This design comes from an exercise in tuning for small area and a short achievable clock period on the open sky130 flow, not from production work.
In this exercise RTL edits were held to simulation tests only and were not proved equivalent to the original.
Power is estimated from default activity; no workload was simulated.

==> inputs of run a <==
==> flow/design.v <==
module MUX16to1(
input [15:0] select,
input [32*15-1:0] regs,
input [31:0] r15,
output reg [31:0] mux_out
);
integer k;
always @* begin
  mux_out = r15 & {32{select[15]}};
  for (k = 0; k < 15; k = k + 1)
    mux_out = mux_out | (regs[32*k +: 32] & {32{select[k]}});
end
endmodule
module ADDER_FOUR(
input [31:0] base,
input [7:0] offset,
output [31:0] addr
);
assign addr = base + {24'd0, offset};
endmodule
module ALU(
input [31:0] A,
input [31:0] B,
input sub,
input is_and,
input is_orr,
output [31:0] F,
output Z
);
wire [31:0] sum = A + (B ^ {32{sub}}) + {31'd0, sub};
assign F = is_and ? (A & B) : is_orr ? (A | B) : sum;
ALU_DECODER zero(F, Z);
endmodule
module SHIFTER(
input [31:0] data_in,
input [7:0] amount,
input is_lsr,
output [31:0] shifter_output
);
wire [4:0] n = amount[4:0];
wire [4:0] ra = is_lsr ? (5'd0 - n) : n;
wire [63:0] rot2 = {data_in, data_in} << ra;
wire [31:0] rot = rot2[63:32];
reg [31:0] keep;
integer j;
always @* begin
  for (j = 0; j < 32; j = j + 1)
    keep[j] = (amount[7:5] == 3'd0) & (is_lsr ? ({1'b0, n} + j <= 31) : (j >= n));
end
assign shifter_output = rot & keep;
endmodule
module ALU_DECODER(
input [31:0] value,
output is_zero
);
assign is_zero = (value == 32'd0);
endmodule
module Single_Cycle_CPU(
input clock,
input reset,
output [31:0] pc,
input [31:0] instr,
output [31:0] dmem_addr,
output [31:0] dmem_wdata,
output dmem_we,
input [31:0] dmem_rdata
);
wire [3:0] cond = instr[31:28];
wire [1:0] op   = instr[27:26];
wire       I    = instr[25];
wire [3:0] cmd  = instr[24:21];
wire       S    = instr[20];
wire [3:0] rn   = instr[19:16];
wire [3:0] rd   = instr[15:12];
wire [3:0] rm   = instr[3:0];
wire [7:0] imm8 = instr[7:0];
reg [31:2] pcr;
reg z;
wire [32*15-1:0] rf;
assign pc = {pcr, 2'b00};
wire [31:0] pc8 = {pcr[31:3] + 29'd1, pcr[2], 2'b00};
wire dp     = (op == 2'b00);
wire mem    = (op == 2'b01);
wire is_add = dp & ~I & (cmd == 4'b0100);
wire is_sub = dp & ~I & (cmd == 4'b0010);
wire is_and = dp & ~I & (cmd == 4'b0000);
wire is_orr = dp & ~I & (cmd == 4'b1100);
wire is_cmp = dp & ~I & (cmd == 4'b1010);
wire is_lsr = dp &  I & (cmd == 4'b0001);
wire is_lsl = dp &  I & (cmd == 4'b0011);
wire is_ldr = mem & ~I &  S;
wire is_str = mem & ~I & ~S;
wire cond_ok = (cond == 4'b1110) | ((cond == 4'b0000) & z);
wire [3:0] ra2 = op[0] ? rd : rm;
wire [31:0] rd1, rd2;
wire [15:0] sel1 = 16'd1 << rn;
wire [15:0] sel2 = 16'd1 << ra2;
MUX16to1 read1(sel1, rf, pc8, rd1);
MUX16to1 read2(sel2, rf, pc8, rd2);
wire [31:0] alu;
wire alu_z;
ALU alu0(rd1, rd2, is_sub | is_cmp, is_and, is_orr, alu, alu_z);
wire [31:0] shres;
SHIFTER shift0(rd1, imm8, is_lsr, shres);
wire [31:0] result = is_ldr ? dmem_rdata : (is_lsr | is_lsl) ? shres : alu;
genvar g;
wire wr = cond_ok & (is_add | is_sub | is_and | is_orr | is_lsr | is_lsl | is_ldr);
wire [31:0] wdata = result & {32{~reset}};
generate
  for (g = 0; g < 15; g = g + 1) begin : regs
    reg [31:0] q;
    always @(posedge clock)
      if (reset | (wr & (rd == g))) q <= wdata;
    assign rf[32*g +: 32] = q;
  end
endgenerate
wire zw = cond_ok & ((S & (is_add | is_sub | is_and | is_orr)) | is_cmp);
always @(posedge clock) begin
  if (reset) begin
    pcr <= 30'd0;
    z <= 1'b0;
  end else begin
    pcr <= pcr + 30'd1;
    if (zw) z <= alu_z;
  end
end
ADDER_FOUR agu(rd1, imm8, dmem_addr);
assign dmem_wdata = rd2;
assign dmem_we    = cond_ok & is_str;
endmodule
==> flow/flow/run.sh <==
#!/bin/bash
set -euo pipefail
bash standard.sh \
  'BUFFER_PORTS_ARGS=-buffer_cell sky130_fd_sc_hd__buf_2' \
  SETUP_SLACK_MARGIN=5.3 \
  finish > standard_flow.log 2>&1
==> flow/standard.sh <==
#!/bin/bash
# synth_recipe.tcl (not shown) runs the flow's synth.tcl, then flattens the netlist and writes it again
# the make line also repeats each setting of config.mk as NAME=value (left out here)
make -C /OpenROAD-flow-scripts/flow DESIGN_CONFIG=/design/flow/config.mk WORK_HOME=/design/flow/orfs CLKGATE_MAP_FILE= SYNTH_SCRIPT=/design/flow/synth_recipe.tcl "${@:-finish}"
==> flow/config.mk <==
export PLATFORM = sky130hd
export DESIGN_NAME = Single_Cycle_CPU
export DESIGN_NICKNAME = Single_Cycle_CPU
export VERILOG_FILES = /design/flow/design.v
export SDC_FILE = /design/flow/constraint.sdc
export NUM_CORES = 4
export LEC_CHECK = 0
export CAP_MARGIN = 20
export CORE_MARGIN = 2
export CORE_UTILIZATION = 60
export CTS_BUF_LIST = sky130_fd_sc_hd__clkbuf_16
export CTS_CLUSTER_DIAMETER = 80
export CTS_CLUSTER_SIZE = 24
export SLEW_MARGIN = 20
export SYNTH_HIERARCHICAL = 1
==> flow/constraint.sdc <==
create_clock -name core_clock -period 14.0 [get_ports {clock}]
set_input_delay 2.8000 -clock core_clock [delete_from_list [all_inputs] [get_ports {clock}]]
set_output_delay 2.8000 -clock core_clock [all_outputs]
set_load 0.01 [all_outputs]
==> inputs of run b, as changes to run a <==
==> flow/design.v, changed modules only <==
module ALU(
input [31:0] A,
input [31:0] B,
input sub,
input is_and,
input is_orr,
output [31:0] F,
output Z
);
wire [31:0] sum = A + (B ^ {32{sub}}) + {31'd0, sub};
assign F = is_and ? (A & B) : is_orr ? (A | B) : sum;
assign Z = (F == 32'd0);
endmodule
// module ALU_DECODER removed
==> flow/flow/run.sh (replaced) <==
#!/bin/bash
set -euo pipefail
bash standard.sh \
  SETUP_SLACK_MARGIN=6.5 \
  MATCH_CELL_FOOTPRINT=0 \
  'BUFFER_PORTS_ARGS=-buffer_cell sky130_fd_sc_hd__buf_2' \
  finish > standard_flow.log 2>&1
Settings changed: CORE_UTILIZATION 60 to 50, CTS_BUF_LIST sky130_fd_sc_hd__clkbuf_16 to default, CTS_CLUSTER_DIAMETER 80 to default, CTS_CLUSTER_SIZE 24 to default.
==> comparison <==
Against run b, the synthesized area of run a is lower by 0.98%.
Between run b and run a, the lower worst setup slack is in run b (gap 0.038 ns).
Against run a, the design area of run b is higher by 18%.
Sequential power is about the same in run a and run b.
In run b the clock skew is higher than in run a, by 0.023 ns.
Of run b and run a, run b has the higher total power (gap 21%, measured against run a).
Against run a, the routed wire length of run b is larger by 20%.
==> figures <==
                                                                    run a           run b
Status                                                     finished clean  finished clean
Synthesized-area fraction occupied by adder cells                  2.423%          2.441%
Effective utilization at floorplan                                 60.39%          50.47%
Netlist area before placement                                30,050 sq um    30,350 sq um
Highest attainable clock frequency                              115.1 MHz       114.6 MHz
Global routing usage on met2                                       65.22%          64.53%
Clock insertion delay at the later pin of the skew report         0.62 ns         0.66 ns
Met3 routing resource usage after global routing                   10.27%          11.71%
Starting DRT DRC Count                                              4,641           4,249
Clock Network Area Fraction                                        2.360%          4.478%
Part of the power in registers                                      47.3%           39.4%
Count of multi-input combinational gates                            1,797           1,843
Leakage                                                          12.11 nW        14.64 nW
Met1 Routed Length                                               42.22 mm        51.38 mm
Post-detail-place hpwl                                           72.76 mm        76.80 mm

-- afterwards: timing with drivers on the ports --
Ports are ideal in the flow. The routed layouts listed here were re-timed in OpenROAD.
Step 1 sets driving cells, clkbuf_16 on the clock port and buf_2 on the other inputs (assumed; they add their load-dependent delay and slew).
Step 2 also shifts input and output timing later by t, the mid clock arrival at the registers, as if the neighbouring blocks saw the same clock.
Three values: ideal, step 1, step 2; two values: the first two.
run | t, ns | setup slack, ns | worst setup path after step 2 | clock arrival spread, ns | worst data-port slew with drivers (ns)
run a | 0.657 | 5.310 / 5.272 / 4.882 | input to register | 0.049 / 0.048 | 0.06
run b | 0.691 | 5.271 / 5.224 / 4.955 | input to register | 0.072 / 0.071 | 0.17
After both steps setup and hold are still met in every run listed. For run a, which loses most, drivers alone change the setup slack by -0.038 ns; drivers and shift together by -0.428 ns.
